This is an optimization exercise on Yosys and OpenROAD, whose aim is small area, a short achievable clock period and few clock cycles per item, not a production implementation.
Function was checked by simulation only, so behaviour that the tests miss may differ from the original.

== old ==
==> flow/design.v <==
module mult(
 clk,
 rstx,
 mcand_is_signed,
 mlier_is_signed,
 start,
 mcand,
 mlier,
 prod,
 busy
);
parameter BW_CNT = 3,    
          BW_MCAND = 3,
          BW_MLIER = 4;
input                          clk;
input                          rstx;
input                          mcand_is_signed;
input                          mlier_is_signed;
input                          start;
input           [BW_MCAND-1:0] mcand;
input           [BW_MLIER-1:0] mlier;
output [BW_MCAND+BW_MLIER-1:0] prod;
output                         busy;
reg [BW_CNT-1:0] cnt;
wire cnt_eq_0 = (cnt == {BW_CNT{1'b0}});
always @(posedge clk or negedge rstx)
  if (~rstx)         cnt <= {BW_CNT{1'b0}};
  else if (start)    cnt <= BW_MLIER;
  else if (cnt_eq_0) cnt <= {BW_CNT{1'b0}};
  else               cnt <= cnt - {{(BW_CNT-1){1'b0}}, 1'd1};
wire cnt_eq_1 = (cnt == {{(BW_CNT-1){1'b0}}, 1'd1});
assign busy = ~cnt_eq_0;
wire last_stage_1 = cnt_eq_1 & mlier_is_signed;
reg [BW_MCAND+BW_MLIER-1:0] prod;
wire [BW_MCAND-1:0] prod1 = (prod[0] ? mcand : {BW_MCAND{1'b0}});
wire [BW_MCAND:0] sum = {   cnt_eq_1
                          ? mcand_is_signed | mlier_is_signed
                          : 1'b0
                        , prod[BW_MCAND+BW_MLIER-1:BW_MLIER] }
                      + { 1'b0
                        ,   {BW_MCAND{last_stage_1}}
                          ^ { prod1[BW_MCAND-1] ^ mcand_is_signed
                            , prod1[BW_MCAND-2:0] } }
                      + {{BW_MCAND{1'b0}}, last_stage_1};
always @(posedge clk or negedge rstx)
  if (~rstx)          prod <= {(BW_MCAND+BW_MLIER){1'b0}};
  else if (start)     prod <= {mcand_is_signed, {(BW_MCAND-1){1'b0}}, mlier};
  else if (~cnt_eq_0) prod <= {sum, prod[BW_MLIER-1:1]};
endmodule
module cordic_sqrt_seq (
 input         rstx,
 input         clk,
 input         start,
 input  [15:0] din,
 output        busy,
 output [15:0] dout
);
reg  [4:0] cnt;
wire [4:0] ncnt = start ? 5'd1 :
                  ((cnt == 5'd17) || (cnt == 5'd0)) ? 5'd0 : cnt + 5'd1;
always @(posedge clk or negedge rstx)
  if (!rstx) cnt <= 5'd0;
  else       cnt <= ncnt;
assign busy = (cnt != 5'd0);
reg [7:0] selx_n;   
reg [7:0] sely_n;   
reg       mm_n;     
reg       cord_n;   
reg       yx_n;     
always @(*) begin
  sely_n = 8'b00000001;
  case (ncnt)
  5'd1: sely_n = 8'b00000001;
  5'd2: sely_n = 8'b00000010;
  5'd3: sely_n = 8'b00000100;
  5'd4: sely_n = 8'b00001000;
  5'd5: sely_n = 8'b00001000;
  5'd6: sely_n = 8'b00010000;
  5'd7: sely_n = 8'b00100000;
  5'd8: sely_n = 8'b01000000;
  5'd9: sely_n = 8'b10000000;
  default: sely_n = 8'b00000001;
  endcase
  mm_n = 1'b0;
  case (ncnt)
  5'd10: begin selx_n = 8'b00000001; mm_n = 1'b0; end
  5'd11: begin selx_n = 8'b00000100; mm_n = 1'b1; end
  5'd12: begin selx_n = 8'b00001000; mm_n = 1'b1; end
  5'd13: begin selx_n = 8'b00000100; mm_n = 1'b0; end
  5'd14: begin selx_n = 8'b00000010; mm_n = 1'b0; end
  5'd15: begin selx_n = 8'b00000010; mm_n = 1'b1; end
  5'd16: begin selx_n = 8'b00000010; mm_n = 1'b1; end
  5'd17: begin selx_n = 8'b00000010; mm_n = 1'b0; end
  default: selx_n = sely_n;
  endcase
  cord_n = (ncnt != 5'd0) && (ncnt <= 5'd9);
  yx_n   = (ncnt >= 5'd9);
end
reg [7:0] selx, sely;
reg       cord, yx, rnd;
always @(posedge clk) begin
  selx <= selx_n;
  sely <= sely_n;
  cord <= cord_n;
  yx   <= yx_n;
  rnd  <= (ncnt == 5'd11);
end
reg  [20:0] X;
reg  [20:0] Y;
wire [28:0] yext = {{8{Y[20]}}, Y};
wire [28:0] xext = {8'd0, X};
reg  [20:0] ysh, xsh;
integer i, k;
always @(*) begin
  for (i = 0; i < 21; i = i + 1) begin
    ysh[i] = 1'b0;
    xsh[i] = 1'b0;
    for (k = 0; k < 8; k = k + 1) begin
      ysh[i] = ysh[i] | (selx[k] & yext[i + k + 1]);
      xsh[i] = xsh[i] | (sely[k] & xext[i + k + 1]);
    end
  end
  ysh[18] = ysh[18] | rnd;
end
reg         mx, cx, my;
wire [20:0] xsum, ysum;
pfx_add #(.W(21)) u_xadd (.a(X), .b(ysh ^ {21{mx}}), .ci(cx), .s(xsum));
pfx_add #(.W(21)) u_yadd (.a(Y), .b(xsh ^ {21{my}}), .ci(my), .s(ysum));
wire [20:0] x0 = {{1'b0, din} + 17'h02000, 4'd0};
wire [20:0] y0 = {{1'b0, din} - 17'h02000, 4'd0};
wire        ny_pos = start ? ~y0[20] : busy ? ~(yx ? xsum[20] : ysum[20]) : ~Y[20];
always @(posedge clk) begin
  mx <= cord_n ? ny_pos : mm_n;
  cx <= cord_n & ny_pos;
  my <= ny_pos;
end
always @(posedge clk)
  if (start) begin
    X <= x0;
    Y <= y0;
  end else if (busy) begin
    if (cord) X <= xsum;
    Y <= yx ? xsum : ysum;
  end
assign dout = Y[19:4];
endmodule
module pfx_add #(parameter W = 21) (
 input  [W-1:0] a,
 input  [W-1:0] b,
 input          ci,
 output [W-1:0] s
);
wire [W-1:0] p0 = a ^ b;
reg  [W:0]   g, p, gn, pn;
integer i, d;
always @(*) begin
  g = {a & b, ci};
  p = {p0, 1'b0};
  for (d = 1; d < W + 1; d = d * 2) begin
    gn = g;
    pn = p;
    for (i = d; i < W + 1; i = i + 1) begin
      gn[i] = g[i] | (p[i] & g[i - d]);
      pn[i] = p[i] & p[i - d];
    end
    g = gn;
    p = pn;
  end
end
assign s = p0 ^ g[W-1:0];
endmodule
export LEC_CHECK = 0
export CAP_MARGIN = 20
export CORE_MARGIN = 2
export CORE_UTILIZATION = 40
export CTS_BUF_LIST = sky130_fd_sc_hd__clkbuf_8
export SETUP_SLACK_MARGIN = 2.3
export SLEW_MARGIN = 20
create_clock -name core_clock -period 6.0 [get_ports {clk}]
standard.sh (not shown) runs the stock make flow with config.mk's settings and CLKGATE_MAP_FILE= SYNTH_SCRIPT=/design/flow/synth_recipe.tcl, a recipe that flattens the netlist after the stock synthesis.
==> flow/flow/run.sh <==
#!/bin/bash
# Standard layout, with the port buffers made of buf_1 cells instead of the default.
set -euo pipefail
bash standard.sh "BUFFER_PORTS_ARGS=-buffer_cell sky130_fd_sc_hd__buf_1" finish > standard_flow.log 2>&1
old: all stages complete, timing, DRC and antenna checks passed
Testbench counts of old, summed over its fixed seeds: cycles 144,000, items 8,000.
Changes in new relative to old:
Settings: putting TNS_END_PERCENT at 10 where nothing was set; clearing CTS_BUF_LIST, which used to be sky130_fd_sc_hd__clkbuf_8; swapping 2.3 for 2.6 in SETUP_SLACK_MARGIN.
Results
- The flow did not stop early for new: all stages ran, and the layout cleared the timing, DRC and antenna checks.
- On worst-skew pair later-pin latency: between new and old, it ends up higher for old.
- Changes observed in new relative to old: wire length after detailed routing grew by 10%; sequential cell area in the final layout barely changed.

what the ideal ports hide:
How much do the figures lean on ideal ports? The routed layouts below were timed once more, with nothing changed but the port constraints. Step 1, drivers: a clkbuf_16 drives clk and a buf_2 each remaining input, both assumed. Step 2, shift: input delay + t, output delay - t, t = (earliest + latest rising clock arrival at the registers) / 2. This alone moves slack from input paths to output paths. a / b / c = ideal / step 1 / step 2; a / b = the first two.
| run | t, ns | slack for setup (ns) | worst hold slack (ns) | latest minus earliest clock arrival (ns) |
|---|---|---|---|---|
| old | 0.409 | 2.375 / 2.375 / 2.314 | 0.506 / 0.506 / 0.506 | 0.011 / 0.011 |
| new | 0.386 | 2.440 / 2.440 / 2.178 | 0.500 / 0.500 / 0.500 | 0.005 / 0.005 |
After both steps setup and hold are still met in every run listed. The setup slack of new, which loses most, moves by 0.000 ns with the drivers and by -0.262 ns with both steps.
